Source: an optimization exercise on an open RTL-to-GDS flow (aim: small area, a short achievable clock period and few clock cycles). Production flows keep margins and buffers that such runs may drop. Function was checked by simulation only, so behaviour that the tests miss may differ from the original. Power and IR drop assume default switching activity.

`config.mk`:
```
export PLATFORM = sky130hd
export DESIGN_NAME = axi4_mgr
export DESIGN_NICKNAME = axi4_mgr
export VERILOG_FILES = /design/flow/design.v
export SDC_FILE = /design/flow/constraint.sdc
export NUM_CORES = 4
export LEC_CHECK = 0
export ABC_AREA = 1
export CAP_MARGIN = 20
export CORE_AREA = 10 10 190 190
export CTS_BUF_LIST = sky130_fd_sc_hd__clkbuf_8
export DIE_AREA = 0 0 200 200
export SLEW_MARGIN = 20
```
`standard.sh`:
```
#!/bin/bash
# synth_recipe.tcl (not shown) runs the flow's synth.tcl, then flattens the netlist and writes it again
# the make line also repeats each setting of config.mk as NAME=value (left out here)
make -C /OpenROAD-flow-scripts/flow DESIGN_CONFIG=/design/flow/config.mk WORK_HOME=/design/flow/orfs CLKGATE_MAP_FILE= SYNTH_SCRIPT=/design/flow/synth_recipe.tcl "${@:-finish}"
```
`design.v`:
```
module axi4_mgr # (
  parameter unsigned AXI4_ADDR_WIDTH    = 32,
  parameter unsigned AXI4_DATA_WIDTH    = 64,
  parameter unsigned AXI_XSIZE         = (AXI4_DATA_WIDTH / 8),
  parameter unsigned DATA_COUNT_WIDTH  =  8
) (
  input  logic                         clk_i,
  input  logic                         rstn_i,
  input  logic [                2-1:0] req_i,
  input  logic [  AXI4_ADDR_WIDTH-1:0] axi_wr_addr_i,
  input  logic [  AXI4_ADDR_WIDTH-1:0] axi_rd_addr_i,
  input  logic                         wr_fifo_gnt_i,
  input  logic                         rd_fifo_req_i,
  input  logic [  AXI4_DATA_WIDTH-1:0] wr_fifo_data_i,
  input  logic [ DATA_COUNT_WIDTH-1:0] wr_data_count_i,
  input  logic [ DATA_COUNT_WIDTH-1:0] rd_data_count_i,
  output logic [                2-1:0] busy_o,    
  output logic [                2-1:0] wr_err_o,  
  output logic [                2-1:0] rd_err_o,  
  output logic                         wr_fifo_req_o,
  output logic                         rd_fifo_gnt_o,
  output logic [  AXI4_DATA_WIDTH-1:0] rd_fifo_data_o,
  output logic [  AXI4_ADDR_WIDTH-1:0] m_axi_aw_addr,
  output logic [                8-1:0] m_axi_aw_len,
  output logic [                3-1:0] m_axi_aw_size,
  output logic [                2-1:0] m_axi_aw_burst,
  output logic                         m_axi_aw_valid,
  input  logic                         m_axi_aw_ready,
  output logic [  AXI4_DATA_WIDTH-1:0] m_axi_w_data,
  output logic [AXI4_DATA_WIDTH/8-1:0] m_axi_w_strb,
  output logic                         m_axi_w_last,
  output logic                         m_axi_w_valid,
  input  logic                         m_axi_w_ready,
  input  logic [                2-1:0] m_axi_b_resp,
  input  logic                         m_axi_b_valid,
  output logic                         m_axi_b_ready,
  output logic [  AXI4_ADDR_WIDTH-1:0] m_axi_ar_addr,
  output logic [                8-1:0] m_axi_ar_len,
  output logic [                3-1:0] m_axi_ar_size,
  output logic [                2-1:0] m_axi_ar_burst,
  output logic                         m_axi_ar_valid,
  input  logic                         m_axi_ar_ready,
  input  logic [  AXI4_DATA_WIDTH-1:0] m_axi_r_data,
  input  logic [                2-1:0] m_axi_r_resp,
  input  logic                         m_axi_r_last,
  input  logic                         m_axi_r_valid,
  output logic                         m_axi_r_ready
);
  localparam int AW = AXI4_ADDR_WIDTH;
  logic          busy_wr_r, aw_valid_r, w_valid_r;
  logic [AW-1:3] aw_addr_r;
  logic [   7:0] aw_len_r;      
  logic [   1:0] wr_err_r;
  logic          w_last_r;      
  logic          busy_rd_r, ar_valid_r;
  logic [AW-1:3] ar_addr_r;
  logic [   7:0] ar_len_r;
  logic [   1:0] rd_err_r;
  logic wr_start, rd_start, w_hs, r_hs;
  assign wr_start = req_i[0] & ~busy_wr_r & (wr_data_count_i != '0);
  assign rd_start = req_i[1] & ~busy_rd_r & (rd_data_count_i != '0);
  assign w_hs     = w_valid_r & m_axi_w_ready;
  assign r_hs     = m_axi_r_valid & rd_fifo_req_i;
  assign busy_o         = {busy_rd_r, busy_wr_r};
  assign wr_err_o       = wr_err_r;
  assign rd_err_o       = rd_err_r;
  assign m_axi_aw_addr  = {aw_addr_r, 3'b000};
  assign m_axi_aw_len   = aw_len_r;
  assign m_axi_aw_size  = $clog2(AXI_XSIZE);
  assign m_axi_aw_burst = 2'b01;
  assign m_axi_aw_valid = aw_valid_r;
  assign m_axi_w_data   = wr_fifo_data_i;
  assign m_axi_w_strb   = '1;
  assign m_axi_w_last   = w_last_r;
  assign m_axi_w_valid  = w_valid_r;
  assign wr_fifo_req_o  = w_hs;
  assign m_axi_b_ready  = 1'b1;
  assign m_axi_ar_addr  = {ar_addr_r, 3'b000};
  assign m_axi_ar_len   = ar_len_r;
  assign m_axi_ar_size  = $clog2(AXI_XSIZE);
  assign m_axi_ar_burst = 2'b01;
  assign m_axi_ar_valid = ar_valid_r;
  assign m_axi_r_ready  = rd_fifo_req_i;
  assign rd_fifo_gnt_o  = r_hs;
  assign rd_fifo_data_o = m_axi_r_data;
  always_ff @(posedge clk_i or negedge rstn_i) begin
    if (~rstn_i) begin
      busy_wr_r  <= 1'b0;
      aw_valid_r <= 1'b0;
      w_valid_r  <= 1'b0;
    end else begin
      if (wr_start) begin
        busy_wr_r  <= 1'b1;
        aw_valid_r <= 1'b1;
      end else if (aw_valid_r) begin
        if (m_axi_aw_ready) begin
          aw_valid_r <= 1'b0;
          w_valid_r  <= 1'b1;
        end
      end else if (w_valid_r) begin
        if (m_axi_w_ready && aw_len_r == '0) w_valid_r <= 1'b0;
      end else if (m_axi_b_valid) begin
        busy_wr_r <= 1'b0;
      end
    end
  end
  logic [7:0] wcnt_m, wcnt_n;
  logic       wcnt_d;
  assign wcnt_m = busy_wr_r ? aw_len_r : wr_data_count_i;
  assign wcnt_d = ~busy_wr_r | w_hs;
  assign wcnt_n = wcnt_m - {7'd0, wcnt_d};
  always_ff @(posedge clk_i) begin
    if (~busy_wr_r) aw_addr_r <= axi_wr_addr_i[AW-1:3];
    aw_len_r <= wcnt_n;
    if (wcnt_d) w_last_r <= (wcnt_m == 8'd1);
  end
  always_ff @(posedge clk_i or negedge rstn_i) begin
    if (~rstn_i) begin
      busy_rd_r  <= 1'b0;
      ar_valid_r <= 1'b0;
    end else begin
      if (rd_start) begin
        busy_rd_r  <= 1'b1;
        ar_valid_r <= 1'b1;
      end else if (ar_valid_r) begin
        if (m_axi_ar_ready) ar_valid_r <= 1'b0;
      end else if (r_hs && m_axi_r_last) begin
        busy_rd_r <= 1'b0;
      end
    end
  end
  always_ff @(posedge clk_i) begin
    if (~busy_rd_r) begin
      ar_addr_r <= axi_rd_addr_i[AW-1:3];
      ar_len_r  <= rd_data_count_i - 8'd1;
    end
  end
  always_ff @(posedge clk_i or negedge rstn_i) begin
    if (~rstn_i) begin
      wr_err_r <= '0;
      rd_err_r <= '0;
    end else begin
      if (~busy_wr_r & req_i[0])   wr_err_r <= '0;
      else if (m_axi_b_resp != '0) wr_err_r <= m_axi_b_resp;
      if (~busy_rd_r & req_i[1])   rd_err_r <= '0;
      else if (m_axi_r_resp != '0) rd_err_r <= m_axi_r_resp;
    end
  end
endmodule
```
`flow/run.sh`:
```
#!/bin/bash
# Standard ORFS layout, with the port buffers made from the small buf_1 cell
# instead of the delay buffer buffer_ports picks by default.
set -euo pipefail
export BUFFER_PORTS_ARGS="-buffer_cell sky130_fd_sc_hd__buf_1"
bash standard.sh finish > orfs_make.log 2>&1
```
`constraint.sdc`:
```
create_clock -name core_clock -period 4.5 [get_ports {clk_i}]
set_input_delay 0.9000 -clock core_clock [delete_from_list [all_inputs] [get_ports {clk_i}]]
set_output_delay 0.9000 -clock core_clock [all_outputs]
set_load 0.01 [all_outputs]
```
==> results.txt, run 1 <==
status: timing/DRC/antenna clean
total grt overflow: 0
clock latency reported for the late side of the worst-skew pair: 370 ps
area taken by multi-input logic gates: 639 sq um
post-synthesis cell count: 379
post-route insts no fill: 873
Vias/cell: 2.99
worst slack at placement: 2180 ps
first-pass GRT wire length: 21000 microns
Core Region: 0.0318 sq mm
finished layout cell area: 0.00460 sq mm
fillers: 3554
Setup Skew: 11.4 ps
worst flop-to-flop path endpoint: aw_len_r[5]$_DFF_P_
Synth cell types: 23
share of the yosys chip area belonging to registers: 56.5%
CTS Buf Count: 9
share of cells above drive strength 1: 4.79%
average cell area after synthesis: 11.2 sq um
Bufs and invs on worst path: 3
Rel. slew slack: 53.9%
setup_tns: 0 ps
antenna violations before repair: 0
Wirelength per Cell: 19.8 microns
Max FO, Critical Path: 2
number of global-route vias before repair: 2609
Worst VDD drop: 0.138 mV
max cap viols: 0
Setup Buffers After CTS: 0
final setup fails: 0
WP depth: 4
RePlAce Congestion: 0.826
# DRC: 0
mapped cell area: 0.00425 sq mm
diode count: 0
CP endpoint kind: output pin
worst path required time: 3600 ps
iteration count of the initial detailed-routing pass: 4
Worst-Margin Slew: 691 ps
Critical Path Slowest Stage Cell: buf_1
dpl cell area: 0.00437 sq mm
fin crit share: 51.1%
Top cell by count, worst path: buf_1
clk slew on worst S/H paths: 90 ps
Total GRT Usage: 7.73%
kind of critical path: in2out
Horiz. Die Dim: 200 microns
R2R depth: 7
Worst path max stage delay: 170 ps
Leakage: 0.00161 uW
endpoints failing hold: 0
Post-CTS Resized: 0
worst endpoint data arrival time: 1400 ps
Layout area overhead: 8.37%
CTS max path bufs: 2
worst path cell trace: buf_1 > nand2_1 > inv_1 > buf_1
area occupied by registers: 0.00240 sq mm
Initial Utilization: 13.4%
CP Launch Type: input pin
via count: 2611
RSZ-0062 raised after global routing: false
Top Ports: 464
# port buffers: 175
clock sink total: 84
final worst setup slack: 2200 ps
Min-Delay Path Depth: 2
final WL: 17300 microns
HP Class: reg2reg
Slew Limit Fails: 0
pwr/cell area: 557 mW/mm^2
Seq cells post-synth: 84
Die Y-Extent: 200 microns
Die Area: 0.0400 sq mm
largest net degree at the start of global routing: 38
initial DRC count: 72
htree depth: 3
fin util: 14.5%
Placed Cells: 857
Hold EP: wr_err_r[1]$_DFFE_PN0P_
fmax: 0.435 GHz
CP delay by family, top: buffers and inverters
Hold Startpoint: wr_err_r[1]$_DFFE_PN0P_
fin nets: 662
flop2flop setup slack: 2600 ps
FF-to-FF Start: busy_wr_r$_DFFE_PN0P_
YS warnings: 1
# hold bufs at CTS: 0
row count: 65
minimum clock period: 2300 ps
Root Buffer: clkbuf_8
Post-DP HPWL: 15400 microns
CTS tree: yes
Final ANT Viol Nets: 0
-- cell usage after synthesis --
master | number | area (sq um)
buf_6 | 1 | 11.3
or2_0 | 1 | 6.26
o21ai_0 | 10 | 50.1
ha_1 | 5 | 62.6
dfrtp_1 | 9 | 225
or2_2 | 1 | 6.26
nand2_1 | 39 | 146
nand3_1 | 10 | 50.1
xor2_1 | 6 | 52.6
nand2_2 | 1 | 6.26
dfxtp_1 | 8 | 160
a21oi_1 | 4 | 20.0
nor2_2 | 1 | 6.26
o21ai_1 | 2 | 10.0
conb_1 | 2 | 7.51
nor2_1 | 18 | 67.6
nor3b_1 | 1 | 7.51
nand4_1 | 2 | 12.5
buf_4 | 156 | 1170
xnor2_1 | 4 | 35.0
edfxtp_1 | 67 | 2010
inv_1 | 30 | 113
and2_1 | 1 | 6.26
-- placed cells by master, fill, tap and decap left out, types with 2 or more instances in the layout --
cell / n
nand3_1: 10
conb_1: 25
inv_1: 30
clkbuf_8: 9
buf_4: 2
xor2_1: 6
nand2_1: 39
xnor2_1: 4
buf_1: 175
clkinv_4: 3
a21oi_1: 4
dfrtp_1: 9
dfxtp_1: 8
nand4_1: 2
o21ai_0: 10
nor2_1: 18
ha_1: 5
o21ai_1: 2
bufinv_16: 2
edfxtp_1: 67
-- stage by stage --
stage / total power [uW] / hold slack [ps]
after global placement: 1970 / 517
after CTS: 2630 / 546
after detailed placement: 1980 / 532
after global routing: 2730 / 561
final: 2560 / 537
after floorplan: 1780 / 517
-- layer usage --
layer	global-route usage [%]	wire [microns]	up-vias
li1	-	-	1144
met1	4.96	4120	1092
met2	14.1	8380	322
met3	7.17	4100	51
met4	3.59	608	2
met5	0.892	51	-
-- worst max path at each step --
stage                                   from                   to  slack, ps
after floorplan           wr_data_count_i[0]  aw_len_r[5]$_DFF_P_       2530
after global placement         m_axi_w_ready        wr_fifo_req_o       2220
after detailed placement       m_axi_w_ready        wr_fifo_req_o       2180
after CTS                      m_axi_w_ready        wr_fifo_req_o       2180
after global routing           m_axi_w_ready        wr_fifo_req_o       2130
final                          m_axi_w_ready        wr_fifo_req_o       2200
-- state kept, by name, summed over array words and instances (netlist names) --
signal	count
ar_len_r	8
aw_addr_r	29
wr_err_r	2
ar_addr_r	29
busy_rd_r	1
busy_wr_r	1
rd_err_r	2
aw_len_r	8
w_last_r	1
ar_valid_r	1
aw_valid_r	1
w_valid_r	1
-- cell families after synthesis --
kind of cell / count (synthesis) / share of synthesized area, %
AOI/OAI and AO/OA: 16 / 1.89
xor gates and xnor gates: 10 / 2.06
adders and majority gates: 5 / 1.47
buffers and inverters: 187 / 30.5
DFF: 84 / 56.5
other: 2 / 0.177
and+or+nand+nor: 75 / 7.43
-- worst min-delay path, delay by kind of cell (launching register included) --
family	cells	cell delay, ps
flip-flops	1	390
AND/OR/NAND/NOR	1	60
AO/OA/AOI/OAI	1	50
-- report_power, final --
group	internal, uW	leakage, uW	total [uW]	switching (uW)
clock	322	0.000117	623	301
combinational	205	0.000695	717	512
sequential	1110	0.000796	1220	107
-- final cells by class --
type | instances | area share (%)
clock buffers | 9 | 2.69
clock inverters | 7 | 2.42
inverters | 30 | 2.45
multi-input cells | 131 | 13.9
flip-flops and latches | 84 | 52.1
well taps | 435 | 11.8
repair buffers | 177 | 14.6
Testbench counts, summed over its fixed seeds: cycles 38,180.
==> inputs of run 2 (changes only) <==
--- a/config.mk
+++ b/config.mk
@@ -5,7 +5,6 @@
 export SDC_FILE = /design/flow/constraint.sdc
 export NUM_CORES = 4
 export LEC_CHECK = 0
-export ABC_AREA = 1
 export CAP_MARGIN = 20
 export CORE_AREA = 10 10 190 190
 export CTS_BUF_LIST = sky130_fd_sc_hd__clkbuf_8
==> results.txt, run 2 <==
post-route insts no fill: 827 (-5.3%)
Rel. slew slack: 48.8% (-5.1 points)
fmax: 0.431 GHz (-0.79%)
RePlAce Congestion: 0.776 (-6.1%)
minimum clock period: 2320 ps (+18.4 ps)
kind of critical path: reg2out
YS warnings: 1 (unchanged)
most frequent cells in the layout: buf_1, edfxtp_1, conb_1, inv_1, xor2_1
Core Region: 0.0318 sq mm (unchanged)
Die Y-Extent: 200 microns (unchanged)
HP Class: reg2reg
pwr/cell area: 558 mW/mm^2 (+0.19%)
Setup Buffers After CTS: 0 (unchanged)
clock sink total: 84 (unchanged)
Min-Delay Path Depth: 2 (unchanged)
Worst path max stage delay: 840 ps (+670 ps)
Layout area overhead: 7.00%
diode count: 0 (unchanged)
Final ANT Viol Nets: 0 (unchanged)
total grt overflow: 0 (unchanged)
biggest regs: ar_addr_r x29, aw_addr_r x29
finished layout cell area: 0.00453 sq mm (-1.5%)
most common cell after layout, fill and taps aside: buf_1
fin nets: 616 (-6.9%)
# port buffers: 175 (unchanged)
Synth cell types: 33 (+43%)
CTS max path bufs: 2 (unchanged)
CTS Buf Count: 9 (unchanged)
endpoints failing hold: 0 (unchanged)
Wirelength per Cell: 19.7 microns (-0.55%)
row count: 65 (unchanged)
initial DRC count: 91 (+26%)
via count: 2454 (-6.0%)
number of synthesized flops with an enable pin: 67 (unchanged)
first-pass GRT wire length: 19900 microns (-5.1%)
fin crit share: 51.5% (+0.41 points)
CP endpoint kind: output pin
synth top area cells: edfxtp_1, buf_4, dfrtp_1
Worst-Margin Slew: 768 ps (+77.0 ps)
CP Launch Type: flip-flop
area occupied by registers: 0.00240 sq mm (unchanged)
setup_tns: 0 ps (unchanged)
CP delay by family, top: flip-flops
Placed Cells: 811 (-5.4%)
Worst VDD drop: 0.159 mV (+15%)
# hold bufs at CTS: 0 (unchanged)
Die Area: 0.0400 sq mm (unchanged)
dpl cell area: 0.00435 sq mm (-0.43%)
R2R depth: 6 (-1)
Total GRT Usage: 7.38% (-0.35 points)
clock latency reported for the late side of the worst-skew pair: 350 ps (-20 ps)
Post-DP HPWL: 14400 microns (-6.3%)
# DRC: 0 (unchanged)
Root Buffer: clkbuf_8
fin util: 14.3% (-0.22 points)
share of cells above drive strength 1: 5.61% (+0.82 points)
final setup fails: 0 (unchanged)
most common cell in the netlist: buf_4
htree depth: 3 (unchanged)
Vias/cell: 2.97 (-0.79%)
Post-CTS Resized: 0 (unchanged)
Top Ports: 464 (unchanged)
fillers: 3576 (+0.62%)
share of flip-flops with an asynchronous set or reset: 10.7% (unchanged)
CTS tree: yes
Horiz. Die Dim: 200 microns (unchanged)
Max FO, Critical Path: 18 (+16)
Initial Utilization: 13.3% (-0.031 points)
worst path cell trace: buf_1
top cell type by total area after synthesis: edfxtp_1
average cell area after synthesis: 12.6 sq um (+13%)
worst path required time: 3600 ps (about the same)
Seq cells post-synth: 84 (unchanged)
status: timing/DRC/antenna clean
Synth top area share: 47.5% (+0.11 points)
WP depth: 1 (-3)
number of global-route vias before repair: 2527 (-3.1%)
Bufs and invs on worst path: 1 (-2)
Critical Path Slowest Stage Cell: dfrtp_1
max cap viols: 0 (unchanged)
mapped cell area: 0.00424 sq mm (-0.24%)
Commonest cells post-synth: buf_4, edfxtp_1, inv_1, xor2_1, dfrtp_1
share of the yosys chip area belonging to registers: 56.6% (+0.13 points)
post-synthesis cell count: 335 (-12%)
area taken by multi-input logic gates: 688 sq um (+7.6%)
antenna violations before repair: 0 (unchanged)
Leakage: 0.00150 uW (-6.8%)
clk slew on worst S/H paths: 80 ps (about the same)
final WL: 16300 microns (-5.8%)
Slew Limit Fails: 0 (unchanged)
iteration count of the initial detailed-routing pass: 4 (unchanged)
largest net degree at the start of global routing: 39 (+2.6%)
Synth Flop Type: edfxtp_1
Setup Skew: 10.6 ps (-0.806 ps)
RSZ-0062 raised after global routing: false
worst endpoint data arrival time: 1420 ps (+20 ps)
## run 2: cell count changes in the layout (fill, tap and decap cells not counted), sizes merged, moves of 3 or more
cell    before  now
nand2       40    1
inv         31   17
nor2        19    6
nand3       10    0
mux2i        0    8
o21ai       12    6
nand2b       0    4
nor3         0    4
xor2         6   10
clkinv       4    1
nor4         0    3
or4          0    3
## run 2: worst paths after layout
check                                             start                       to  slack (ps)
max in group asynchronous                        rstn_i    w_valid_r$_DFFE_PN0P_        3430
worst min-delay path            wr_err_r[0]$_DFFE_PN0P_  wr_err_r[0]$_DFFE_PN0P_         520
worst max register to register    busy_wr_r$_DFFE_PN0P_      aw_len_r[4]$_DFF_P_        2350
min in group asynchronous                        rstn_i     ar_valid_r$_DFF_PN0_         590
worst max-delay path              busy_wr_r$_DFFE_PN0P_                busy_o[0]        2180
worst min register to register  wr_err_r[0]$_DFFE_PN0P_  wr_err_r[0]$_DFFE_PN0P_         520
## run 2: cells by family (layout without fill, tap and decap cells)
logic type	count (synthesis)	in the layout	synth area share, %
buffers and inverters	172	206	29.2
DFF	84	84	56.6
and+or+nand+nor	36	36	5.67
AOI/OAI and AO/OA	15	15	2.30
xor gates and xnor gates	13	13	2.69
muxes	8	8	1.89
adders and majority gates	5	5	1.48
other	2	25	0.177
## run 2: metal layers
layer | GRT usage [%] | wire length (microns) | vias up
met5 | 0.764 | 0 | -
met4 | 4.60 | 711 | 0
met3 | 5.84 | 3540 | 64
met2 | 13.3 | 8040 | 287
met1 | 5.08 | 3970 | 1058
li1 | - | - | 1045
## run 2: final cells by class
class / instances / area share (%)
flip-flops and latches: 84 / 52.9
clock buffers: 9 / 2.73
inverters: 14 / 1.16
clock inverters: 7 / 1.35
multi-input cells: 102 / 15.2
well taps: 435 / 12.0
repair buffers: 176 / 14.7
## run 2: power by group
group / internal [uW] / switching, uW
clock network: 250 / 263
logic: 224 / 494
registers: 1150 / 141
total: 1630 / 899
## run 2: metrics by stage
stage / worst slack, ps / total power (uW) / hold slack, ps
after floorplan: 2410 / 1850 / 537
after global placement: 2160 / 2040 / 500
after detailed placement: 2130 / 2050 / 506
after CTS: 2140 / 2580 / 523
after global routing: 2060 / 2690 / 574
final: 2180 / 2530 / 522
==> inputs of run 3 (changes only) <==
--- a/config.mk
+++ b/config.mk
@@ -9,4 +9,5 @@
 export CORE_AREA = 10 10 190 190
 export CTS_BUF_LIST = sky130_fd_sc_hd__clkbuf_8
 export DIE_AREA = 0 0 200 200
+export SETUP_SLACK_MARGIN = 2.3
 export SLEW_MARGIN = 20
==> results.txt, run 3 <==
worst endpoint data arrival time: 1270 ps (-150 ps)
diode count: 0 (unchanged)
clock sink total: 84 (unchanged)
Die Area: 0.0400 sq mm (unchanged)
Design Power: 2560 uW (+1.1%)
Root Buffer: clkbuf_8
Post-DP HPWL: 14400 microns (unchanged)
FF-to-FF Start: busy_wr_r$_DFFE_PN0P_
number of global-route vias before repair: 2527 (unchanged)
Synth cell types: 33 (unchanged)
RSZ-0062 raised after global routing: false
R2R depth: 6 (unchanged)
Layout area overhead: 7.89%
mapped cell area: 0.00424 sq mm (unchanged)
Leakage: 0.00152 uW (+1.2%)
Hold WS: 523 ps (+0.629 ps)
Max FO, Critical Path: 2 (-16)
average cell area after synthesis: 12.6 sq um (unchanged)
Synth top area share: 47.5% (unchanged)
largest net degree at the start of global routing: 39 (unchanged)
worst path required time: 3600 ps (about the same)
post-route insts no fill: 828 (+0.12%)
max cap viols: 0 (unchanged)
pwr/cell area: 559 mW/mm^2 (+0.28%)
first-pass GRT wire length: 19900 microns (unchanged)
Final ANT Viol Nets: 0 (unchanged)
final WL: 16300 microns (+0.42%)
CP endpoint kind: output pin
Setup Skew: 10.2 ps (-0.371 ps)
clk slew on worst S/H paths: 70 ps (about the same)
setup_tns: 0 ps (unchanged)
biggest regs: ar_addr_r x29, aw_addr_r x29
Critical Path Start: m_axi_w_ready
Initial Utilization: 13.3% (unchanged)
share of cells above drive strength 1: 6.62% (+1.0 points)
Placed Cells: 811 (unchanged)
htree depth: 3 (unchanged)
Die Y-Extent: 200 microns (unchanged)
CTS tree: yes
critical path endpoint: wr_fifo_req_o
finished layout cell area: 0.00457 sq mm (+0.83%)
synth top area cells: edfxtp_1, buf_4, dfrtp_1
Wirelength per Cell: 19.7 microns (+0.30%)
YS warnings: 1 (unchanged)
share of flip-flops with an asynchronous set or reset: 10.7% (unchanged)
RePlAce Congestion: 0.776 (unchanged)
Commonest cells post-synth: buf_4, edfxtp_1, inv_1, xor2_1, dfrtp_1
iteration count of the initial detailed-routing pass: 4 (unchanged)
status: timing/DRC/antenna clean
Top Ports: 464 (unchanged)
share of the yosys chip area belonging to registers: 56.6% (unchanged)
fin nets: 617 (+0.16%)
flop2flop setup slack: 2600 ps (+250 ps)
Core Region: 0.0318 sq mm (unchanged)
Horiz. Die Dim: 200 microns (unchanged)
# DRC: 0 (unchanged)
most frequent cells in the layout: buf_1, edfxtp_1, conb_1, inv_1, xor2_1
dpl cell area: 0.00435 sq mm (unchanged)
fin crit share: 48.1% (-3.4 points)
worst flop-to-flop path endpoint: aw_len_r[4]$_DFF_P_
post-synthesis cell count: 335 (unchanged)
via count: 2465 (+0.45%)
# port buffers: 175 (unchanged)
most common cell after layout, fill and taps aside: buf_1
Worst path max stage delay: 170 ps (-670 ps)
row count: 65 (unchanged)
minimum clock period: 2170 ps (-154 ps)
Worst-Margin Slew: 758 ps (-9.69 ps)
HP Class: reg2reg
CTS max path bufs: 2 (unchanged)
CTS Buf Count: 9 (unchanged)
endpoints failing hold: 0 (unchanged)
total grt overflow: 0 (unchanged)
most common cell in the netlist: buf_4
Slew Limit Fails: 0 (unchanged)
worst path cell trace: buf_1 > and2_4 > buf_6
clock latency reported for the late side of the worst-skew pair: 350 ps (about the same)
Worst VDD drop: 0.184 mV (+16%)
Seq cells post-synth: 84 (unchanged)
number of synthesized flops with an enable pin: 67 (unchanged)
antenna violations before repair: 0 (unchanged)
kind of critical path: in2out
Vias/cell: 2.98 (+0.33%)
Synth Flop Type: edfxtp_1
CP Launch Type: input pin
Critical Path Slowest Stage Cell: and2_4
Total GRT Usage: 7.38% (about the same)
final setup fails: 0 (unchanged)
top cell type by total area after synthesis: edfxtp_1
Rel. slew slack: 49.5% (+0.65 points)
fmax: 0.462 GHz (+7.1%)
initial DRC count: 99 (+8.8%)
-- run 3: worst max-delay path: cells and delay by family --
kind,cells,cell delay [ps]
buffers and inverters,2,190
AND/OR/NAND/NOR,1,170
-- run 3: cell type report --
type                            instances  area, sq um
Clock inverter                          7         61.3
Timing Repair Buffer                  177          698
Multi-Input combinational cell        102          691
Clock buffer                            9          124
Inverter                               14         52.6
Fill cell                            3568        27200
Sequential cell                        84         2400
Tap cell                              435          544
-- run 3: metrics by stage --
stage | worst slack [ps] | utilization (%)
2_1_floorplan | 2410 | -
3_3_place_gp | 2160 | 13.7
3_5_place_dp | 2130 | 13.7
4_1_cts | 2310 | 14.3
5_1_grt | 2310 | 14.4
6_report | 2330 | 14.4
-- run 3: report_power, final --
part / leakage, uW / total (uW) / switching [uW] / internal, uW
clock: 0.0000990 / 512 / 263 / 250
sequential: 0.000815 / 1300 / 142 / 1150
combinational: 0.000602 / 747 / 499 / 248
-- run 3: layer usage --
metal / global-route usage [%] / vias to the layer above / wire, microns
met2: 13.3 / 289 / 8090
li1: - / 1047 / -
met4: 4.60 / 2 / 714
met5: 0.764 / - / 42
met1: 5.09 / 1060 / 4010
met3: 5.84 / 67 / 3480
-- run 3: worst min-delay path by stage --
stage | to | cells after the start | startpoint | slack [ps]
global route | wr_err_r[0]$_DFFE_PN0P_ | 2 | wr_err_r[0]$_DFFE_PN0P_ | 570
CTS | wr_err_r[0]$_DFFE_PN0P_ | 2 | wr_err_r[0]$_DFFE_PN0P_ | 520
floorplan | rd_err_r[0]$_DFFE_PN0P_ | 2 | busy_rd_r$_DFFE_PN0P_ | 540
finish | wr_err_r[0]$_DFFE_PN0P_ | 2 | wr_err_r[0]$_DFFE_PN0P_ | 520
global placement | wr_err_r[0]$_DFFE_PN0P_ | 2 | wr_err_r[0]$_DFFE_PN0P_ | 500
detailed placement | wr_err_r[0]$_DFFE_PN0P_ | 2 | wr_err_r[0]$_DFFE_PN0P_ | 510
-- run 3: cells by family after synthesis --
| kind of cell | share of synthesized area, % |
|---|---|
| AO/OA/AOI/OAI | 2.30 |
| XOR/XNOR | 2.69 |
| adder cells (fa/ha/maj) | 1.48 |
| buffers and inverters | 29.2 |
| flip-flops | 56.6 |
| multiplexers | 1.89 |
| other | 0.177 |
| AND/OR/NAND/NOR | 5.67 |
-- run 3: repair_timing --
item,CTS,global route
buffers inserted,0,0
hold buffers,0,0
setup endpoints to repair,2,2
gates resized for setup,3,2
gates cloned,0,0
==> inputs of run 4 (changes only) <==
--- a/config.mk
+++ b/config.mk
@@ -9,5 +9,5 @@
 export CORE_AREA = 10 10 190 190
 export CTS_BUF_LIST = sky130_fd_sc_hd__clkbuf_8
 export DIE_AREA = 0 0 200 200
-export SETUP_SLACK_MARGIN = 2.3
+export SETUP_SLACK_MARGIN = 2.45
 export SLEW_MARGIN = 20
==> results.txt, run 4 <==
Synth top area share: 47.5% (unchanged)
setup_tns: 0 ps (unchanged)
share of cells above drive strength 1: 9.95% (+3.3 points)
Bufs and invs on worst path: 2 (unchanged)
via count: 2500 (+1.4%)
CTS max path bufs: 2 (unchanged)
CTS Buf Count: 9 (unchanged)
average cell area after synthesis: 12.6 sq um (unchanged)
Horiz. Die Dim: 200 microns (unchanged)
diode count: 0 (unchanged)
Synth cell types: 33 (unchanged)
RSZ-0062 raised after global routing: true
largest net degree at the start of global routing: 38 (-2.6%)
Initial Utilization: 13.3% (unchanged)
biggest regs: ar_addr_r x29, aw_addr_r x29
Sw Ratio: 35.0% (-0.41 points)
most frequent cells in the layout: buf_1, edfxtp_1, conb_1, inv_1
Psw: 911 uW (+0.79%)
# port buffers: 175 (unchanged)
Top Ports: 464 (unchanged)
mapped cell area: 0.00424 sq mm (unchanged)
minimum clock period: 2140 ps (-21.9 ps)
share of flip-flops with an asynchronous set or reset: 10.7% (unchanged)
clock latency reported for the late side of the worst-skew pair: 350 ps (about the same)
Worst path max stage delay: 130 ps (-40 ps)
top cell type by total area after synthesis: edfxtp_1
Total GRT Usage: 7.32% (-0.058 points)
number of synthesized flops with an enable pin: 67 (unchanged)
Commonest cells post-synth: buf_4, edfxtp_1, inv_1, xor2_1, dfrtp_1
Wirelength per Cell: 19.5 microns (-1.2%)
fin crit share: 47.6% (-0.49 points)
max cap viols: 0 (unchanged)
status: timing/DRC/antenna clean
Die Y-Extent: 200 microns (unchanged)
Synth Flop Type: edfxtp_1
number of global-route vias before repair: 2497 (-1.2%)
share of the yosys chip area belonging to registers: 56.6% (unchanged)
RePlAce Congestion: 0.825 (+6.4%)
Die Area: 0.0400 sq mm (unchanged)
htree depth: 3 (unchanged)
Leakage: 0.00158 uW (+4.0%)
Flop pwr share: 48.9% (-1.8 points)
Critical Path Slowest Stage Cell: and2_4
worst path cell trace: buf_6 > and2_4 > buf_6
Root Buffer: clkbuf_8
row count: 65 (unchanged)
most common cell in the netlist: buf_4
Layout area overhead: 10.3%
kind of critical path: in2out
iteration count of the initial detailed-routing pass: 4 (unchanged)
clock sink total: 84 (unchanged)
post-synthesis cell count: 335 (unchanged)
Combinational Power Share: 31.3% (+2.1 points)
most common cell after layout, fill and taps aside: buf_1
final worst setup slack: 2360 ps (+21.9 ps)
worst path required time: 3600 ps (about the same)
worst endpoint data arrival time: 1240 ps (-30 ps)
Post-DP HPWL: 14200 microns (-1.6%)
total grt overflow: 0 (unchanged)
HP Class: reg2reg
Min-Delay Path Depth: 2 (unchanged)
final setup fails: 0 (unchanged)
fmax: 0.467 GHz (+1.0%)
Slew Limit Fails: 0 (unchanged)
pwr/cell area: 558 mW/mm^2 (-0.23%)
initial DRC count: 62 (-37%)
synth top area cells: edfxtp_1, buf_4, dfrtp_1
Seq cells post-synth: 84 (unchanged)
# DRC: 0 (unchanged)
Worst-Margin Slew: 658 ps (-100 ps)
first-pass GRT wire length: 19800 microns (-0.66%)
final WL: 16300 microns (-0.12%)
Worst VDD drop: 0.167 mV (-9.5%)
antenna violations before repair: 0 (unchanged)
P_int: 1690 uW (+2.6%)
clock share of power: 19.8% (-0.3 points)
CP Launch Type: input pin
Core Region: 0.0318 sq mm (unchanged)
Top cell by count, worst path: buf_6
CP delay by family, top: buffers and inverters
Final ANT Viol Nets: 0 (unchanged)
YS warnings: 1 (unchanged)
R2R depth: 7 (+1)
CTS tree: yes
WP depth: 3 (unchanged)
Setup Skew: 15.6 ps (+5.39 ps)
CP endpoint kind: output pin
Hold WS: 530 ps (+6.79 ps)
endpoints failing hold: 0 (unchanged)
worst slack at placement: 2180 ps (+43.8 ps)
Vias/cell: 2.99 (+0.33%)
Max FO, Critical Path: 2 (unchanged)
fin nets: 626 (+1.5%)
Rel. slew slack: 56.1% (+6.7 points)
clk slew on worst S/H paths: 80 ps (about the same)
==> run 4: cell counts after synthesis <==
No cell type changed its count.
==> run 4: repair_timing <==
action | 4_1_cts | 5_1_grt
gates resized for setup | 10 | 3
endpoints found under the setup margin | 5 | 34
endpoints found under the hold margin | 0 | 0
buffers inserted | 3 | 7
hold buffers | 0 | 0
==> run 4: tightest hold or removal path: stages, from the launching register on <==
cell	delay, ps
dfrtp_1	350
a21oi_1	70
nor2_1	80
==> run 4: logic make-up after synthesis <==
group	count (synthesis)	share of synthesized area [%]
other cells	2	0.177
flops	84	56.6
buf+inv	172	29.2
fa+ha+maj	5	1.48
simple gates	36	5.67
compound gates	15	2.30
mux	8	1.89
xor+xnor	13	2.69
==> run 4: worst paths after layout <==
check | slack [ps] | from | to
setup / recovery | 2360 | m_axi_w_ready | wr_fifo_req_o
hold / removal | 530 | wr_err_r[0]$_DFFE_PN0P_ | wr_err_r[0]$_DFFE_PN0P_
setup reg to reg | 2700 | busy_wr_r$_DFFE_PN0P_ | aw_len_r[4]$_DFF_P_
hold reg to reg | 530 | wr_err_r[0]$_DFFE_PN0P_ | wr_err_r[0]$_DFFE_PN0P_
max in group asynchronous | 3470 | rstn_i | busy_wr_r$_DFFE_PN0P_
min in group asynchronous | 550 | rstn_i | busy_wr_r$_DFFE_PN0P_
==> run 4: power groups by stage <==
stage	registers, uW	logic, uW	clock network [uW]
floorplan	1390	464	0
global placement	1320	729	0
detailed placement	1320	736	0
CTS	1310	748	548
global route	1300	903	575
finish	1270	816	516
==> run 4: layout make-up <==
class | count | area [sq um]
sequential | 84 | 2400
inverter | 14 | 56.3
clock buffer | 9 | 124
timing repair buffer | 186 | 782
tap | 435 | 544
multi-input combinational | 102 | 701
fill | 3567 | 27100
clock inverter | 7 | 62.6
==> run 4: metal layers <==
| layer | routed length, microns | track usage [%] |
|---|---|---|
| met1 | 4190 | 5.11 |
| met2 | 7790 | 12.7 |
| met3 | 3660 | 6.48 |
| met4 | 618 | 4.21 |
| met5 | 55 | 1.02 |
==> run 4: per-stage QoR <==
stage	area (sq um)	cells	power, uW	utilization [%]
floorplan	4330	358	1850	-
global placement	4350	811	2050	13.7
detailed placement	4350	811	2060	13.7
CTS	4590	830	2600	14.4
global route	4670	837	2780	14.7
finish	4670	837	2610	14.7
==> inputs of run 5 (changes only) <==
--- a/config.mk
+++ b/config.mk
@@ -9,5 +9,5 @@
 export CORE_AREA = 10 10 190 190
 export CTS_BUF_LIST = sky130_fd_sc_hd__clkbuf_8
 export DIE_AREA = 0 0 200 200
-export SETUP_SLACK_MARGIN = 2.45
+export SETUP_SLACK_MARGIN = 2.6
 export SLEW_MARGIN = 20
==> results.txt, run 5 <==
most common cell in the netlist: buf_4
Post-DP HPWL: 11800 microns (-17%)
Hold WS: 519 ps (-10.9 ps)
Setup Skew: 11.7 ps (-3.86 ps)
worst slack at placement: 2230 ps (+55.6 ps)
htree depth: 3 (unchanged)
total grt overflow: 0 (unchanged)
fin util: 14.9% (+0.17 points)
# DRC: 0 (unchanged)
largest net degree at the start of global routing: 31 (-18%)
Synth cell types: 33 (unchanged)
Synth Flop Type: edfxtp_1
mapped cell area: 0.00424 sq mm (unchanged)
Design Power: 2650 uW (+1.8%)
share of flip-flops with an asynchronous set or reset: 10.7% (unchanged)
diode count: 0 (unchanged)
Synth top area share: 47.5% (unchanged)
YS warnings: 1 (unchanged)
Top Ports: 464 (unchanged)
clock latency reported for the late side of the worst-skew pair: 350 ps (about the same)
Wirelength per Cell: 16.5 microns (-15%)
fin crit share: 47.9% (+0.31 points)
Hold EP: rd_err_r[0]$_DFFE_PN0P_
kind of critical path: in2out
HP Class: reg2reg
Worst VDD drop: 0.175 mV (+5.0%)
Die Area: 0.0400 sq mm (unchanged)
via count: 2483 (-0.68%)
number of synthesized flops with an enable pin: 67 (unchanged)
Seq cells post-synth: 84 (unchanged)
Combinational Power Share: 29.9% (-1.4 points)
most common cell after layout, fill and taps aside: buf_1
row count: 65 (unchanged)
P_int: 1730 uW (+1.9%)
synth top area cells: edfxtp_1, buf_4, dfrtp_1
Layout area overhead: 11.5%
Root Buffer: clkbuf_8
CTS tree: yes
Horiz. Die Dim: 200 microns (unchanged)
Die Y-Extent: 200 microns (unchanged)
Vias/cell: 2.98 (-0.32%)
pwr/cell area: 562 mW/mm^2 (+0.70%)
initial DRC count: 50 (-19%)
Core Region: 0.0318 sq mm (unchanged)
Leakage: 0.00159 uW (+0.66%)
status: timing/DRC/antenna clean
fmax: 0.464 GHz (-0.65%)
worst flop-to-flop path endpoint: aw_len_r[6]$_DFF_P_
final worst setup slack: 2340 ps (-14.1 ps)
CTS Buf Count: 9 (unchanged)
# port buffers: 175 (unchanged)
R2R depth: 6 (-1)
CP Launch Type: input pin
Initial Utilization: 13.3% (unchanged)
Sw Ratio: 34.9% (-0.048 points)
Slew Limit Fails: 0 (unchanged)
worst path required time: 3600 ps (about the same)
Commonest cells post-synth: buf_4, edfxtp_1, inv_1, xor2_1, dfrtp_1
antenna violations before repair: 0 (unchanged)
number of global-route vias before repair: 2527 (+1.2%)
RSZ-0062 raised after global routing: true
iteration count of the initial detailed-routing pass: 4 (unchanged)
share of cells above drive strength 1: 12.5% (+2.6 points)
average cell area after synthesis: 12.6 sq um (unchanged)
most frequent cells in the layout: buf_1, edfxtp_1, conb_1, inv_1, clkbuf_8
setup_tns: 0 ps (unchanged)
share of the yosys chip area belonging to registers: 56.6% (unchanged)
CTS max path bufs: 2 (unchanged)
final setup fails: 0 (unchanged)
clock share of power: 21.1% (+1.3 points)
fillers: 3548 (-0.53%)
clock sink total: 84 (unchanged)
final WL: 13800 microns (-16%)
minimum clock period: 2160 ps (+14.1 ps)
Total GRT Usage: 5.98% (-1.3 points)
CP endpoint kind: output pin
post-synthesis cell count: 335 (unchanged)
Rel. slew slack: 57.5% (+1.3 points)
clk slew on worst S/H paths: 80 ps (about the same)
Worst-Margin Slew: 638 ps (-20.2 ps)
first-pass GRT wire length: 17200 microns (-13%)
FF-to-FF Start: busy_wr_r$_DFFE_PN0P_
max cap viols: 0 (unchanged)
fin nets: 623 (-0.48%)
worst endpoint data arrival time: 1260 ps (+20 ps)
Max FO, Critical Path: 2 (unchanged)
# hold bufs at CTS: 0 (unchanged)
Min-Delay Path Depth: 2 (unchanged)
Psw: 927 uW (+1.7%)
top cell type by total area after synthesis: edfxtp_1
Hold Startpoint: rd_err_r[0]$_DFFE_PN0P_
flop2flop setup slack: 2720 ps (+20 ps)
Final ANT Viol Nets: 0 (unchanged)
biggest regs: ar_addr_r x29, aw_addr_r x29
RePlAce Congestion: 0.796 (-3.6%)
endpoints failing hold: 0 (unchanged)
Flop pwr share: 49.0% (about the same)
## run 5: what timing repair did
item,CTS,global route
pin swaps,0,1
gates resized for setup,9,14
setup buffers,2,4
endpoints found under the setup margin,43,13
## run 5: cells by family (layout without fill, tap and decap cells)
family                     after synthesis  after routing  synth area share, %
muxes                                    8              8                 1.89
other                                    2             25                0.177
xor gates and xnor gates                13             13                 2.69
adders and majority gates                5              5                 1.48
and+or+nand+nor                         36             36                 5.67
buffers and inverters                  172            213                 29.2
AOI/OAI and AO/OA                       15             15                 2.30
DFF                                     84             84                 56.6
## run 5: stage by stage
step | area, sq um | cells
after global routing | 4720 | 834
after CTS | 4620 | 829
after detailed placement | 4380 | 811
after floorplan | 4840 | 358
final | 4720 | 834
after global placement | 4380 | 811
## run 5: worst max-delay path by stage
| stage | startpoint | endpoint | slack, ps | cells past startpoint |
|---|---|---|---|---|
| 4_1_cts | m_axi_w_ready | wr_fifo_req_o | 2340 | 3 |
| 2_1_floorplan | m_axi_r_valid | rd_fifo_gnt_o | 2550 | 1 |
| 3_5_place_dp | rd_data_count_i[2] | busy_rd_r$_DFFE_PN0P_ | 2230 | 4 |
| 5_1_grt | rd_fifo_req_i | rd_fifo_gnt_o | 2340 | 3 |
| 6_report | rd_fifo_req_i | rd_fifo_gnt_o | 2340 | 3 |
| 3_3_place_gp | rd_data_count_i[2] | busy_rd_r$_DFFE_PN0P_ | 2270 | 4 |
## run 5: cell type report
cell class                 count  area, sq um  share of cell area (%)
timing repair buffer         183          769                    16.3
clock buffer                  11          151                    3.21
multi-input combinational    102          744                    15.8
sequential                    84         2400                    50.9
clock inverter                 5         58.8                    1.25
inverter                      14         52.6                    1.11
tap                          435          544                    11.5
## run 5: power by group through the flow
stage / Sequential [uW] / Combinational (uW) / Clock, uW
6_report: 1300 / 793 / 560
5_1_grt: 1330 / 882 / 610
4_1_cts: 1310 / 766 / 586
3_5_place_dp: 1320 / 756 / 0
3_3_place_gp: 1320 / 753 / 0
2_1_floorplan: 1390 / 516 / 0
## run 5: metal layers
metal,up-vias,part of all wire [%],global-route usage [%]
met3,65,20,4.02
met2,277,47,10.7
li1,1061,-,-
met4,0,4.4,3.76
met1,1080,29,4.62
met5,-,0,0
## run 5: worst max-delay path, stage by stage
cell and delay [ps]:
buf_6 90, and2_4 150, buf_6 110
==> inputs of run 6 (changes only) <==
--- a/config.mk
+++ b/config.mk
@@ -6,8 +6,7 @@
 export NUM_CORES = 4
 export LEC_CHECK = 0
 export CAP_MARGIN = 20
-export CORE_AREA = 10 10 190 190
+export CORE_AREA = 5 5 155 155
 export CTS_BUF_LIST = sky130_fd_sc_hd__clkbuf_8
-export DIE_AREA = 0 0 200 200
-export SETUP_SLACK_MARGIN = 2.6
+export DIE_AREA = 0 0 160 160
 export SLEW_MARGIN = 20
==> results.txt, run 6 <==
kind of critical path: reg2out
minimum clock period: 2310 ps (+153 ps)
Die Y-Extent: 160 microns (-20%)
Vias/cell: 3.62 (+22%)
biggest regs: ar_addr_r x29, aw_addr_r x29
antenna violations before repair: 0 (unchanged)
RSZ-0062 raised after global routing: false
Post-CTS Resized: 0 (-9)
Layout area overhead: 2.36%
most frequent cells in the layout: buf_1, edfxtp_1, conb_1, inv_1, xor2_1
Max FO, Critical Path: 18 (+16)
setup_tns: 0 ps (unchanged)
Initial Utilization: 19.3% (+6.0 points)
worst endpoint data arrival time: 1410 ps (+150 ps)
CP Launch Type: flip-flop
most common cell in the netlist: buf_4
final WL: 13300 microns (-3.3%)
number of global-route vias before repair: 2485 (-1.7%)
Synth cell types: 33 (unchanged)
fin crit share: 51.3% (+3.4 points)
Slew Limit Fails: 0 (unchanged)
top cell type by total area after synthesis: edfxtp_1
Commonest cells post-synth: buf_4, edfxtp_1, inv_1, xor2_1, dfrtp_1
iteration count of the initial detailed-routing pass: 4 (unchanged)
share of the yosys chip area belonging to registers: 56.6% (unchanged)
Critical Path Slowest Stage Cell: dfrtp_1
number of synthesized flops with an enable pin: 67 (unchanged)
most common cell after layout, fill and taps aside: buf_1
Synth Flop Type: edfxtp_1
synth top area cells: edfxtp_1, buf_4, dfrtp_1
CTS Buf Count: 9 (unchanged)
fmax: 0.433 GHz (-6.6%)
CP endpoint kind: output pin
HP Class: reg2reg
Wirelength per Cell: 19.8 microns (+20%)
Setup Buffers After CTS: 0 (-2)
Leakage: 0.00149 uW (-5.9%)
Horiz. Die Dim: 160 microns (-20%)
Total GRT Usage: 9.63% (+3.6 points)
Core Region: 0.0220 sq mm (-31%)
status: timing/DRC/antenna clean
# hold bufs at CTS: 0 (unchanged)
Root Buffer: clkbuf_8
clock sink total: 84 (unchanged)
CTS tree: yes
Top Ports: 464 (unchanged)
Seq cells post-synth: 84 (unchanged)
YS warnings: 1 (unchanged)
endpoints failing hold: 0 (unchanged)
diode count: 0 (unchanged)
post-synthesis cell count: 335 (unchanged)
CP delay by family, top: flip-flops
Worst-Margin Slew: 735 ps (+97.7 ps)
via count: 2433 (-2.0%)
Setup Skew: 13.6 ps (+1.91 ps)
mapped cell area: 0.00424 sq mm (unchanged)
share of cells above drive strength 1: 6.12% (-6.4 points)
Synth top area share: 47.5% (unchanged)
Final ANT Viol Nets: 0 (unchanged)
Die Area: 0.0256 sq mm (-36%)
CTS max path bufs: 2 (unchanged)
average cell area after synthesis: 12.6 sq um (unchanged)
Rel. slew slack: 51.0% (-6.5 points)
# DRC: 0 (unchanged)
total grt overflow: 0 (unchanged)
first-pass GRT wire length: 18200 microns (+5.4%)
Worst VDD drop: 0.138 mV (-21%)
Worst path max stage delay: 820 ps (+670 ps)
largest net degree at the start of global routing: 31 (unchanged)
Bufs and invs on worst path: 1 (-1)
clock latency reported for the late side of the worst-skew pair: 350 ps (about the same)
row count: 54 (-17%)
max cap viols: 0 (unchanged)
fin nets: 616 (-1.1%)
Design Power: 2480 uW (-6.4%)
Post-DP HPWL: 11500 microns (-2.4%)
share of flip-flops with an asynchronous set or reset: 10.7% (unchanged)
htree depth: 3 (unchanged)
worst path required time: 3600 ps (about the same)
pwr/cell area: 573 mW/mm^2 (+2.0%)
clk slew on worst S/H paths: 90 ps (about the same)
RePlAce Congestion: 0.772 (-3.0%)
worst path cell trace: buf_1
final setup fails: 0 (unchanged)
initial DRC count: 130 (+160%)
# port buffers: 175 (unchanged)
## run 6: final cells by class
cell class | instances | area, sq um
Fill cell | 2411 | 17600
Sequential cell | 84 | 2400
Multi-Input combinational cell | 102 | 688
Timing Repair Buffer | 176 | 664
Tap cell | 280 | 350
Clock buffer | 9 | 124
Clock inverter | 7 | 58.8
Inverter | 14 | 52.6
## run 6: routing by layer
layer / part of all wire, % / up-vias / track usage [%]
li1: - / 1047 / -
met1: 26 / 1059 / 7.26
met2: 47 / 274 / 16.0
met3: 21 / 51 / 8.81
met4: 5.0 / 2 / 5.24
met5: 0.47 / - / 2.08
## run 6: through the flow
step	hold WS, ps	std cells	area (sq um)	setup slack, ps	util [%]
final	525	672	4340	2190	19.7
after detailed placement	511	656	4150	2110	18.9
after floorplan	537	358	4320	2410	-
after global routing	547	672	4340	2060	19.7
after global placement	507	656	4150	2140	18.9
after CTS	533	672	4340	2130	19.7
## run 6: final timing paths
path / start / endpoint / slack, ps / depth (start not counted)
worst max-delay path: busy_wr_r$_DFFE_PN0P_ / busy_o[0] / 2190 / 1
worst min-delay path: wr_err_r[0]$_DFFE_PN0P_ / wr_err_r[0]$_DFFE_PN0P_ / 520 / 2
worst max register to register: busy_wr_r$_DFFE_PN0P_ / aw_len_r[4]$_DFF_P_ / 2390 / 6
worst min register to register: wr_err_r[0]$_DFFE_PN0P_ / wr_err_r[0]$_DFFE_PN0P_ / 520 / 2
max in group asynchronous: rstn_i / busy_wr_r$_DFFE_PN0P_ / 3510 / 1
min in group asynchronous: rstn_i / ar_valid_r$_DFF_PN0_ / 550 / 1
## run 6: power breakdown
part	leakage, uW	internal, uW	total (uW)	switching [uW]
clock network	0.0000937	209	497	288
registers	0.000816	1150	1290	135
logic	0.000583	224	698	473
## run 6: cell families after synthesis
family / synth area share, %
XOR/XNOR: 2.69
multiplexers: 1.89
AND/OR/NAND/NOR: 5.67
other: 0.177
adder cells (fa/ha/maj): 1.48
flip-flops: 56.6
buffers and inverters: 29.2
AO/OA/AOI/OAI: 2.30
==> inputs of run 7 (changes only) <==
--- a/config.mk
+++ b/config.mk
@@ -6,7 +6,10 @@
 export NUM_CORES = 4
 export LEC_CHECK = 0
 export CAP_MARGIN = 20
-export CORE_AREA = 5 5 155 155
+export CORE_AREA = 10 10 190 190
 export CTS_BUF_LIST = sky130_fd_sc_hd__clkbuf_8
-export DIE_AREA = 0 0 160 160
+export CTS_CLUSTER_DIAMETER = 100
+export CTS_CLUSTER_SIZE = 30
+export DIE_AREA = 0 0 200 200
+export SETUP_SLACK_MARGIN = 2.3
 export SLEW_MARGIN = 20
==> results.txt, run 7 <==
via count: 2465 (+1.3%)
final worst setup slack: 2330 ps (+145 ps)
Combinational Power Share: 29.2% (+1.1 points)
Leakage: 0.00152 uW (+1.6%)
HP Class: reg2reg
Max FO, Critical Path: 2 (-16)
Final ANT Viol Nets: 0 (unchanged)
CTS Buf Count: 9 (unchanged)
total grt overflow: 0 (unchanged)
Total GRT Usage: 7.38% (-2.2 points)
CTS max path bufs: 2 (unchanged)
Synth top area share: 47.5% (unchanged)
clock share of power: 20.1% (about the same)
Critical Path Start: m_axi_w_ready
clk slew on worst S/H paths: 70 ps (-20 ps)
final WL: 16300 microns (+23%)
Wirelength per Cell: 19.7 microns (-0.49%)
share of cells above drive strength 1: 6.62% (+0.49 points)
Seq cells post-synth: 84 (unchanged)
fin nets: 617 (+0.16%)
worst endpoint data arrival time: 1270 ps (-140 ps)
worst path required time: 3600 ps (about the same)
flop2flop setup slack: 2600 ps (+210 ps)
htree depth: 3 (unchanged)
mapped cell area: 0.00424 sq mm (unchanged)
Horiz. Die Dim: 200 microns (+25%)
endpoints failing hold: 0 (unchanged)
fin crit share: 48.1% (-3.2 points)
Sw Ratio: 35.4% (-0.70 points)
Post-DP HPWL: 14400 microns (+25%)
most frequent cells in the layout: buf_1, edfxtp_1, conb_1, inv_1, xor2_1
share of the yosys chip area belonging to registers: 56.6% (unchanged)
synth top area cells: edfxtp_1, buf_4, dfrtp_1
worst slack at placement: 2130 ps (+25.3 ps)
top cell type by total area after synthesis: edfxtp_1
Slew Limit Fails: 0 (unchanged)
row count: 65 (+20%)
most common cell after layout, fill and taps aside: buf_1
number of global-route vias before repair: 2527 (+1.7%)
fin util: 14.4% (-5.4 points)
# DRC: 0 (unchanged)
Design Power: 2560 uW (+2.9%)
Synth Flop Type: edfxtp_1
Die Y-Extent: 200 microns (+25%)
share of flip-flops with an asynchronous set or reset: 10.7% (unchanged)
Commonest cells post-synth: buf_4, edfxtp_1, inv_1, xor2_1, dfrtp_1
worst flop-to-flop path endpoint: aw_len_r[4]$_DFF_P_
diode count: 0 (unchanged)
post-route insts no fill: 828 (+23%)
antenna violations before repair: 0 (unchanged)
RePlAce Congestion: 0.776 (+0.47%)
kind of critical path: in2out
Psw: 904 uW (+0.87%)
setup_tns: 0 ps (unchanged)
P_int: 1650 uW (+4.0%)
Synth cell types: 33 (unchanged)
largest net degree at the start of global routing: 39 (+26%)
RSZ-0062 raised after global routing: false
status: timing/DRC/antenna clean
average cell area after synthesis: 12.6 sq um (unchanged)
iteration count of the initial detailed-routing pass: 4 (unchanged)
final setup fails: 0 (unchanged)
Vias/cell: 2.98 (-18%)
CP endpoint kind: output pin
Rel. slew slack: 49.5% (-1.5 points)
R2R depth: 6 (unchanged)
biggest regs: ar_addr_r x29, aw_addr_r x29
Die Area: 0.0400 sq mm (+56%)
Core Region: 0.0318 sq mm (+45%)
most common cell in the netlist: buf_4
Worst-Margin Slew: 758 ps (+22.7 ps)
area occupied by registers: 0.00240 sq mm (about the same)
max cap viols: 0 (unchanged)
Top Ports: 464 (unchanged)
number of synthesized flops with an enable pin: 67 (unchanged)
Initial Utilization: 13.3% (-6.0 points)
clock sink total: 84 (unchanged)
initial DRC count: 99 (-24%)
first-pass GRT wire length: 19900 microns (+9.6%)
clock latency reported for the late side of the worst-skew pair: 350 ps (about the same)
# port buffers: 175 (unchanged)
post-synthesis cell count: 335 (unchanged)
Layout area overhead: 7.89%
critical path endpoint: wr_fifo_req_o
Placed Cells: 811 (+24%)
YS warnings: 1 (unchanged)
minimum clock period: 2170 ps (-145 ps)
pwr/cell area: 559 mW/mm^2 (-2.4%)
FF-to-FF Start: busy_wr_r$_DFFE_PN0P_
Setup Skew: 10.2 ps (-3.44 ps)
fmax: 0.462 GHz (+6.7%)
area taken by multi-input logic gates: 691 sq um (+0.36%)
CP Launch Type: input pin
Flop pwr share: 50.7% (-1.2 points)
Worst VDD drop: 0.184 mV (+34%)
Setup Buffers After CTS: 0 (unchanged)
Min-Delay Path Depth: 2 (unchanged)
Root Buffer: clkbuf_8
fillers: 3568 (+48%)
CTS tree: yes
run 7: cell counts after synthesis:
Identical to the previous run, type by type.
run 7: how the worst min path moves through the flow:
stage                             from                      end  slack [ps]
2_1_floorplan    busy_rd_r$_DFFE_PN0P_  rd_err_r[0]$_DFFE_PN0P_         540
3_3_place_gp   wr_err_r[0]$_DFFE_PN0P_  wr_err_r[0]$_DFFE_PN0P_         500
3_5_place_dp   wr_err_r[0]$_DFFE_PN0P_  wr_err_r[0]$_DFFE_PN0P_         510
4_1_cts        wr_err_r[0]$_DFFE_PN0P_  wr_err_r[0]$_DFFE_PN0P_         520
5_1_grt        wr_err_r[0]$_DFFE_PN0P_  wr_err_r[0]$_DFFE_PN0P_         570
6_report       wr_err_r[0]$_DFFE_PN0P_  wr_err_r[0]$_DFFE_PN0P_         520
run 7: area by class of cell:
type	instances	area share, %
well taps	435	11.9
repair buffers	177	15.3
flip-flops and latches	84	52.5
clock inverters	7	1.34
multi-input cells	102	15.1
inverters	14	1.15
clock buffers	9	2.71
run 7: power groups by stage:
stage	logic, uW	registers [uW]	clock network [uW]
detailed placement	737	1320	0
finish	747	1300	512
CTS	739	1300	543
floorplan	457	1390	0
global placement	732	1310	0
global route	828	1320	568
run 7: cells by family (layout without fill, tap and decap cells):
family,after synthesis,count (layout),synth area share [%]
AND/OR/NAND/NOR,36,36,5.67
XOR/XNOR,13,13,2.69
multiplexers,8,8,1.89
other,2,25,0.177
flip-flops,84,84,56.6
AO/OA/AOI/OAI,15,15,2.30
adder cells (fa/ha/maj),5,5,1.48
buffers and inverters,172,207,29.2
run 7: routing by layer:
layer	GRT usage (%)	vias to the layer above	wire length, microns
li1	-	1047	-
met1	5.09	1060	4010
met2	13.3	289	8090
met3	5.84	67	3480
met4	4.60	2	714
met5	0.764	-	42
run 7: what timing repair did:
| action | 4_1_cts | 5_1_grt |
|---|---|---|
| hold buffers | 0 | 0 |
| resized for setup | 3 | 2 |
| setup endpoints to repair | 2 | 2 |
run 7: through the flow:
step                      area [sq um]  hold WS, ps
final                             4570          523
after global routing              4570          574
after CTS                         4540          523
after detailed placement          4350          506
after global placement            4350          500
after floorplan                   4320          537
run 7: worst max-delay path, cell delays in order:
cell and delay [ps]:
buf_1 90, and2_4 170, buf_6 100
==> inputs of run 8 (changes only) <==
--- a/config.mk
+++ b/config.mk
@@ -8,8 +8,7 @@
 export CAP_MARGIN = 20
 export CORE_AREA = 10 10 190 190
 export CTS_BUF_LIST = sky130_fd_sc_hd__clkbuf_8
-export CTS_CLUSTER_DIAMETER = 100
-export CTS_CLUSTER_SIZE = 30
 export DIE_AREA = 0 0 200 200
+export PLACE_DENSITY = 0.9
 export SETUP_SLACK_MARGIN = 2.3
 export SLEW_MARGIN = 20
==> results.txt, run 8 <==
fillers: 3494 (-2.1%)
iteration count of the initial detailed-routing pass: 4 (unchanged)
met3 GRT Util: 6.95% (+1.1 points)
Vias/cell: 3.00 (+0.89%)
Setup Skew: 11.2 ps (+1.01 ps)
setup_tns: 0 ps (unchanged)
initial DRC count: 80 (-19%)
Rel. slew slack: 56.7% (+7.2 points)
total grt overflow: 0 (unchanged)
CP endpoint kind: output pin
Commonest cells post-synth: buf_4, edfxtp_1, inv_1, xor2_1, dfrtp_1
top cell type by total area after synthesis: edfxtp_1
fin crit share: 49.4% (+1.3 points)
Synth Area in Simple Gates: 5.67% (unchanged)
worst endpoint data arrival time: 1320 ps (+50 ps)
status: timing/DRC/antenna clean
Post-CTS Resized: 2 (-1)
Initial Utilization: 13.3% (unchanged)
Post-Synth Adder-Cell Area: 1.48% (unchanged)
final worst setup slack: 2280 ps (-56.6 ps)
met1 usage: 4.09% (-1.0 points)
via count: 2481 (+0.65%)
Synth Area in XOR/XNOR: 2.69% (unchanged)
Total GRT Usage: 6.86% (-0.52 points)
clock sink total: 84 (unchanged)
final setup fails: 0 (unchanged)
complex-gate fraction of the synthesized area: 2.30% (unchanged)
clk slew on worst S/H paths: 70 ps (about the same)
RePlAce Congestion: 0.826 (+6.5%)
Synth Flop Type: edfxtp_1
Slew Limit Fails: 0 (unchanged)
Die Area: 0.0400 sq mm (unchanged)
Root Buffer: clkbuf_8
RSZ-0062 raised after global routing: true
Top Ports: 464 (unchanged)
CTS tree: yes
number of global-route vias before repair: 2531 (+0.16%)
biggest regs: ar_addr_r x29, aw_addr_r x29
Final ANT Viol Nets: 0 (unchanged)
first-pass GRT wire length: 19000 microns (-4.7%)
share of cells above drive strength 1: 6.65% (+0.034 points)
CTS Buf Count: 9 (unchanged)
mapped cell area: 0.00424 sq mm (unchanged)
Die Y-Extent: 200 microns (unchanged)
Leakage: 0.00150 uW (-1.0%)
met2 usage: 12.1% (-1.2 points)
synth top area cells: edfxtp_1, buf_4, dfrtp_1
max cap viols: 0 (unchanged)
minimum clock period: 2220 ps (+56.6 ps)
share of the yosys chip area belonging to registers: 56.6% (unchanged)
CP Launch Type: input pin
average cell area after synthesis: 12.6 sq um (unchanged)
Core Region: 0.0318 sq mm (unchanged)
fmax: 0.450 GHz (-2.5%)
Synth cell types: 33 (unchanged)
largest family of logic cells by synthesized area: buffers and inverters
CTS max path bufs: 2 (unchanged)
Wirelength per Cell: 18.7 microns (-5.1%)
YS warnings: 1 (unchanged)
# DRC: 0 (unchanged)
row count: 65 (unchanged)
most common cell after layout, fill and taps aside: buf_1
most frequent cells in the layout: buf_1, edfxtp_1, conb_1, inv_1, xor2_1
number of synthesized flops with an enable pin: 67 (unchanged)
Layout area overhead: 7.21%
post-synthesis cell count: 335 (unchanged)
most common cell in the netlist: buf_4
Synth top area share: 47.5% (unchanged)
endpoints failing hold: 0 (unchanged)
Worst VDD drop: 0.313 mV (+70%)
worst path required time: 3600 ps (about the same)
clock latency reported for the late side of the worst-skew pair: 350 ps (about the same)
HP Class: in2async
Setup Buffers After CTS: 0 (unchanged)
R2R depth: 6 (unchanged)
final WL: 15500 microns (-5.4%)
largest net degree at the start of global routing: 39 (unchanged)
# hold bufs at CTS: 0 (unchanged)
Post-DP HPWL: 13900 microns (-3.9%)
antenna violations before repair: 0 (unchanged)
worst slack at placement: 2100 ps (-35.0 ps)
kind of critical path: in2out
Horiz. Die Dim: 200 microns (unchanged)
htree depth: 3 (unchanged)
Max FO, Critical Path: 2 (unchanged)
Top Usage Layer GRT: met2
Seq cells post-synth: 84 (unchanged)
mux cell area share after synthesis: 1.89% (unchanged)
fin util: 14.3% (-0.090 points)
Worst-Margin Slew: 644 ps (-115 ps)
pwr/cell area: 554 mW/mm^2 (-0.91%)
# port buffers: 175 (unchanged)
fin nets: 616 (-0.16%)
diode count: 0 (unchanged)
share of flip-flops with an asynchronous set or reset: 10.7% (unchanged)
[run 8: worst paths after layout]
check                                   startpoint                 endpoint  slack (ps)
min in group core_clock    rd_err_r[1]$_DFFE_PN0P_  rd_err_r[1]$_DFFE_PN0P_         550
hold reg to reg            rd_err_r[1]$_DFFE_PN0P_  rd_err_r[1]$_DFFE_PN0P_         550
setup reg to reg             busy_wr_r$_DFFE_PN0P_      aw_len_r[4]$_DFF_P_        2540
max in group asynchronous                   rstn_i    busy_wr_r$_DFFE_PN0P_        3510
setup / recovery                     m_axi_w_ready            wr_fifo_req_o        2280
hold / removal                              rstn_i  wr_err_r[0]$_DFFE_PN0P_         540
[run 8: cell type report]
| cell class | count | area, sq um | area share [%] |
|---|---|---|---|
| clock inverters | 6 | 57.6 | 1.27 |
| well taps | 435 | 544 | 12.0 |
| clock buffers | 9 | 124 | 2.73 |
| inverters | 14 | 56.3 | 1.24 |
| repair buffers | 176 | 667 | 14.7 |
| multi-input cells | 102 | 693 | 15.3 |
| flip-flops and latches | 84 | 2400 | 52.8 |
[run 8: cell families (layout without fill, tap and decap cells)]
logic type      after synthesis  in the layout
compound gates               15             15
xor+xnor                     13             13
fa+ha+maj                     5              5
buf+inv                     172            205
flops                        84             84
mux                           8              8
other cells                   2             25
simple gates                 36             36
[run 8: metal layers]
metal,wire [microns],vias up
met5,0,-
met4,632,0
met3,3990,57
met2,7250,322
met1,3590,1055
li1,-,1047
[run 8: critical path, stage by stage]
cell,delay [ps]
buf_1,110
and2_4,170
buf_2,150
[run 8: through the flow]
stage / hold slack [ps] / power (uW) / instances / cell area (sq um)
floorplan: 537 / 1850 / 358 / 4320
global placement: 507 / 2020 / 811 / 4350
detailed placement: 540 / 2050 / 811 / 4350
CTS: 537 / 2560 / 826 / 4530
global route: 556 / 2670 / 826 / 4540
finish: 543 / 2520 / 826 / 4540
[run 8: where the power goes]
| group | internal (uW) | switching [uW] | leakage, uW |
|---|---|---|---|
| Clock | 249 | 245 | 0.0000957 |
| Sequential | 1160 | 142 | 0.000815 |
| Combinational | 228 | 495 | 0.000590 |
| Total | 1630 | 882 | 0.00150 |

## afterwards: timing with drivers on the ports
How much do the figures lean on ideal ports? The routed layouts below were timed once more, with nothing changed but the port constraints.
Step 1, drivers: a clkbuf_16 drives clk_i and a buf_2 each remaining input, both assumed.
Step 2 times the ports against the registers' clock, not the clock port: input delays grow and output delays shrink by t, the midpoint of the rising clock arrivals with the driver on.
a / b / c = no drivers / after step 1 / after step 2; a / b = the first two.
run | t (ns) | setup slack, ns | hold WS [ns] | latest minus earliest clock arrival (ns) | slew at the worst register clock pin (ns)
run 1 | 0.394 | 2.199 / 2.159 / 2.159 | 0.537 / 0.537 / 0.537 | 0.018 / 0.018 | 0.10 / 0.10
run 2 | 0.388 | 2.181 / 2.141 / 2.110 | 0.522 / 0.522 / 0.522 | 0.017 / 0.017 | 0.09 / 0.09
run 3 | 0.388 | 2.335 / 2.285 / 2.186 | 0.523 / 0.523 / 0.523 | 0.016 / 0.017 | 0.09 / 0.09
run 4 | 0.389 | 2.357 / 2.305 / 2.153 | 0.530 / 0.530 / 0.530 | 0.018 / 0.018 | 0.09 / 0.09
run 5 | 0.381 | 2.343 / 2.308 / 2.240 | 0.519 / 0.519 / 0.519 | 0.016 / 0.016 | 0.09 / 0.09
run 6 | 0.371 | 2.190 / 2.158 / 2.127 | 0.525 / 0.525 / 0.525 | 0.014 / 0.014 | 0.09 / 0.09
run 7 | 0.388 | 2.335 / 2.285 / 2.186 | 0.523 / 0.523 / 0.523 | 0.016 / 0.017 | 0.09 / 0.09
run 8 | 0.383 | 2.278 / 2.234 / 2.162 | 0.543 / 0.534 / 0.551 | 0.017 / 0.017 | 0.09 / 0.09
After both steps setup and hold are still met in every run listed. The setup slack of run 4, which loses most, moves by -0.052 ns with the drivers and by -0.204 ns with both steps.
